From an optimization exercise on the open Yosys and OpenROAD flow, aimed at small area, a short achievable clock period and few clock cycles; shortcuts taken in it are not production practice.
In this exercise RTL edits were held to simulation tests only and were not proved equivalent to the original.

exp/zinc:
Design lab9, start of the top module:
module lab9(x,y,z,clk,reset,start,done);
input [7:0]x,y;
input clk,reset;
input start;
output [7:0]z;
output done;
reg [7:0] a, b;
reg busy;
wire [7:0] o = a | b;
wire [7:0] lo = {|o[6:0], |o[5:0], |o[4:0], |o[3:0], |o[2:0], |o[1:0], o[0], 1'b0};
wire [7:0] m0 = ~lo;                      
wire [7:0] m1 = lo & ~{lo[6:0], 1'b0};       
wire a_odd = |(a & m0);
wire b_odd = |(b & m0);
wire d_2 = ~|((a ^ b) & m1);              
wire [6:0] u = a[7:1], v = b[7:1];
wire [6:0] pr = ~(u ^ v);                 
wire [6:0] g = u & ~v;
wire [6:0] t = u | ~v;
wire [6:0] G, T;
wire g10 = g[1] | (t[1] & g[0]),  t10 = t[1] & t[0];
wire g32 = g[3] | (t[3] & g[2]),  t32 = t[3] & t[2];
wire g54 = g[5] | (t[5] & g[4]),  t54 = t[5] & t[4];
wire g20 = g[2] | (t[2] & g10),   t20 = t[2] & t10;
wire g30 = g32 | (t32 & g10),     t30 = t32 & t10;
wire g64 = g[6] | (t[6] & g54),   t64 = t[6] & t54;
assign G[0] = g[0];              assign T[0] = t[0];
assign G[1] = g10;               assign T[1] = t10;
assign G[2] = g20;               assign T[2] = t20;
  ...
export LEC_CHECK = 0
export CAP_MARGIN = 20
export CORE_MARGIN = 2
export CORE_UTILIZATION = 40
export CTS_CLUSTER_DIAMETER = 200
export CTS_CLUSTER_SIZE = 30
export SETUP_SLACK_MARGIN = 2.0
export SLEW_MARGIN = 20
create_clock -name core_clock -period 5.0 [get_ports {clk}]
standard.sh (not shown) runs the stock make flow with config.mk's settings and CLKGATE_MAP_FILE= SYNTH_SCRIPT=/design/flow/synth_recipe.tcl, a recipe that flattens the netlist after the stock synthesis.
==> flow/flow/run.sh <==
#!/bin/bash
# The standard layout, with the smallest buffer on every input and output port
# instead of the one buffer_ports picks by default.
set -euo pipefail
bash standard.sh "BUFFER_PORTS_ARGS=-buffer_cell sky130_fd_sc_hd__buf_1" finish > standard.log 2>&1
Looking at the reports, exp/zinc completed the entire flow and the layout it produced met the timing, DRC and antenna checks.
Testbench counts of exp/zinc, summed over its fixed seeds: cycles 24,549.
The inputs of exp/pepper differ from those of exp/zinc as listed below.
Settings: CORE_UTILIZATION: 40 -> 65; CTS_CLUSTER_DIAMETER: 200 -> unset; CTS_CLUSTER_SIZE: 30 -> unset.
## What came out
Of exp/pepper and exp/zinc, the run reporting the higher met1 layer wirelength in the final routing was exp/zinc.
exp/pepper against exp/zinc: data required time at the worst endpoint -1150 ps, placer congestion estimate increased about 10%.


Starting RTL as in the previous note.
Design lab9, start of the top module:
module lab9(x,y,z,clk,reset,start,done);
input [7:0]x,y;
input clk,reset;
input start;
output [7:0]z;
output done;
reg [7:0] a, b;
reg busy;
wire [7:0] o = a | b;
wire [7:0] lo = {|o[6:0], |o[5:0], |o[4:0], |o[3:0], |o[2:0], |o[1:0], o[0], 1'b0};
wire [7:0] m0 = ~lo;                      
wire [7:0] m1 = lo & ~{lo[6:0], 1'b0};       
wire a_odd = |(a & m0);
wire b_odd = |(b & m0);
wire d_2 = ~|((a ^ b) & m1);              
wire [6:0] u = a[7:1], v = b[7:1];
wire [6:0] pr = ~(u ^ v);                 
wire [6:0] g = u & ~v;
wire [6:0] t = u | ~v;
wire [6:0] G, T;
wire g10 = g[1] | (t[1] & g[0]),  t10 = t[1] & t[0];
wire g32 = g[3] | (t[3] & g[2]),  t32 = t[3] & t[2];
wire g54 = g[5] | (t[5] & g[4]),  t54 = t[5] & t[4];
wire g20 = g[2] | (t[2] & g10),   t20 = t[2] & t10;
wire g30 = g32 | (t32 & g10),     t30 = t32 & t10;
wire g64 = g[6] | (t[6] & g54),   t64 = t[6] & t54;
assign G[0] = g[0];              assign T[0] = t[0];
assign G[1] = g10;               assign T[1] = t10;
assign G[2] = g20;               assign T[2] = t20;
assign G[3] = g30;               assign T[3] = t30;
assign G[4] = g[4] | (t[4] & g30); assign T[4] = t[4] & t30;
assign G[5] = g54 | (t54 & g30);   assign T[5] = t54 & t30;
assign G[6] = g64 | (t64 & g30);   assign T[6] = t64 & t30;
wire [6:0] c  = {G[5:0], 1'b0};           
  ...
clock: 5.0 ns
lec_check: 0
cap_margin: 20
core_margin: 2
core_utilization: 40
setup_slack_margin: 1.75
slew_margin: 20
Scripts as last shown in full above: flow/flow/run.sh
Testbench counts at the start, summed over its fixed seeds: cycles 24,549.
Change:
- ABC_AREA: default -> 1
- SETUP_SLACK_MARGIN: 1.75 -> 2.0
Outcome: Non-clock buffer count drops by 1. Cell count climbs by 30%. Register-to-register slack improved by 0.72 ns. Critical path depth climbs by 1.
Change:
- ABC_AREA: 1 -> default
Non-clock buffer count rises by 1.
Via count falls by 17%.
Setup slack improved by 0.034 ns.
Design area falls by 9.3%.
Critical path depth falls by 1.
Global-route usage falls by 1.3 points.
Die area falls by about 7.5%.
Area after synthesis falls by about 8%.
Change:
- ABC_AREA: default -> 1
- SETUP_SLACK_MARGIN: 2.0 -> 2.3
What happened:
- wire length is higher by about 20%
- core utilization came out higher by 4.8 points
- worst setup slack gets better by 0.16 ns
- area after synthesis went up by about 9%
- final area rose by 20%
- clock-buffer cell count came out higher by 1
- synthesized cell count came out higher by 39%
- sequential share of layout area is lower by 2.7 points


Another version of the RTL of lab9 (not shown whole).
For scale: about 220 cells after synthesis.
// lab9
module lab9(x,y,z,clk,reset,start,done);
input [7:0]x,y;
input clk,reset;
input start;
output [7:0]z;
output done;
reg [7:0] a, b;
reg busy;
wire [7:0] o = a | b;
wire [7:0] lo = {|o[6:0], |o[5:0], |o[4:0], |o[3:0], |o[2:0], |o[1:0], o[0], 1'b0};
wire [7:0] m0 = ~lo;                      
wire [7:0] m1 = lo & ~{lo[6:0], 1'b0};       
wire a_odd = |(a & m0);
wire b_odd = |(b & m0);
wire d_2 = ~|((a ^ b) & m1);              
wire [6:0] u = a[7:1], v = b[7:1];
wire [6:0] pr = ~(u ^ v);                 
wire [6:0] g = u & ~v;
wire [6:0] t = u | ~v;
wire [6:0] G, T;
wire g10 = g[1] | (t[1] & g[0]),  t10 = t[1] & t[0];
wire g32 = g[3] | (t[3] & g[2]),  t32 = t[3] & t[2];
wire g54 = g[5] | (t[5] & g[4]),  t54 = t[5] & t[4];
wire g20 = g[2] | (t[2] & g10),   t20 = t[2] & t10;
wire g30 = g32 | (t32 & g10),     t30 = t32 & t10;
wire g64 = g[6] | (t[6] & g54),   t64 = t[6] & t54;
assign G[0] = g[0];              assign T[0] = t[0];
assign G[1] = g10;               assign T[1] = t10;
assign G[2] = g20;               assign T[2] = t20;
assign G[3] = g30;               assign T[3] = t30;
assign G[4] = g[4] | (t[4] & g30); assign T[4] = t[4] & t30;
  ...
export LEC_CHECK = 0
export CAP_MARGIN = 20
export CORE_MARGIN = 2
export CORE_UTILIZATION = 40
export SETUP_SLACK_MARGIN = 2.25
export SLEW_MARGIN = 20
create_clock -name core_clock -period 5.0 [get_ports {clk}]
Scripts as last shown in full above: flow/flow/run.sh
Testbench counts at the start, summed over its fixed seeds: cycles 24,549.
Rerun with:
SETUP_SLACK_MARGIN = 2.0   (was 2.25)
- die area stays the same
- clock-buffer cell count is unchanged
- global-route usage hardly moves
- hold slack degrades by 0.0064 ns
- sequential share of layout area rose by 0.58 points
- worst setup slack degrades by 0.23 ns
- design area fell by roughly a tenth

## re-timing with driven ports
In the flow no input, the clock included, has a driving cell. The finished layouts below were timed again as built, in two steps.
Step 1, drivers: a clkbuf_16 drives clk and a buf_2 each remaining input, both assumed.
Step 2, shift: input delay + t, output delay - t, t = (earliest + latest rising clock arrival at the registers) / 2. This alone moves slack from input paths to output paths.
Three values: ideal, step 1, step 2; two values: the first two.
run | t, ns | slack for setup (ns) | worst setup path after step 2 | clock arrival spread, ns
exp/zinc | 0.281 | 2.122 / 2.099 / 2.122 | register to register | 0.003 / 0.003
exp/pepper | 0.330 | 2.073 / 2.053 / 2.234 | register to register | 0.005 / 0.006
the first run of note 2 | 0.281 | 2.001 / 1.981 / 2.001 | register to register | 0.004 / 0.004
the second run of note 2 | 0.278 | 2.088 / 2.063 / 2.288 | input to register | 0.003 / 0.004
the third run of note 2 | 0.281 | 2.122 / 2.099 / 2.122 | register to register | 0.003 / 0.003
the fourth run of note 2 | 0.279 | 2.286 / 2.261 / 2.320 | input to register | 0.003 / 0.003
the first run of note 3 | 0.291 | 2.313 / 2.284 / 2.188 | input to register | 0.007 / 0.007
the second run of note 3 | 0.291 | 2.079 / 2.050 / 2.181 | input to register | 0.006 / 0.006
After both steps every run listed still meets setup and hold. The setup slack of the first run of note 3, which loses most, moves by -0.029 ns with the drivers and by -0.125 ns with both steps.
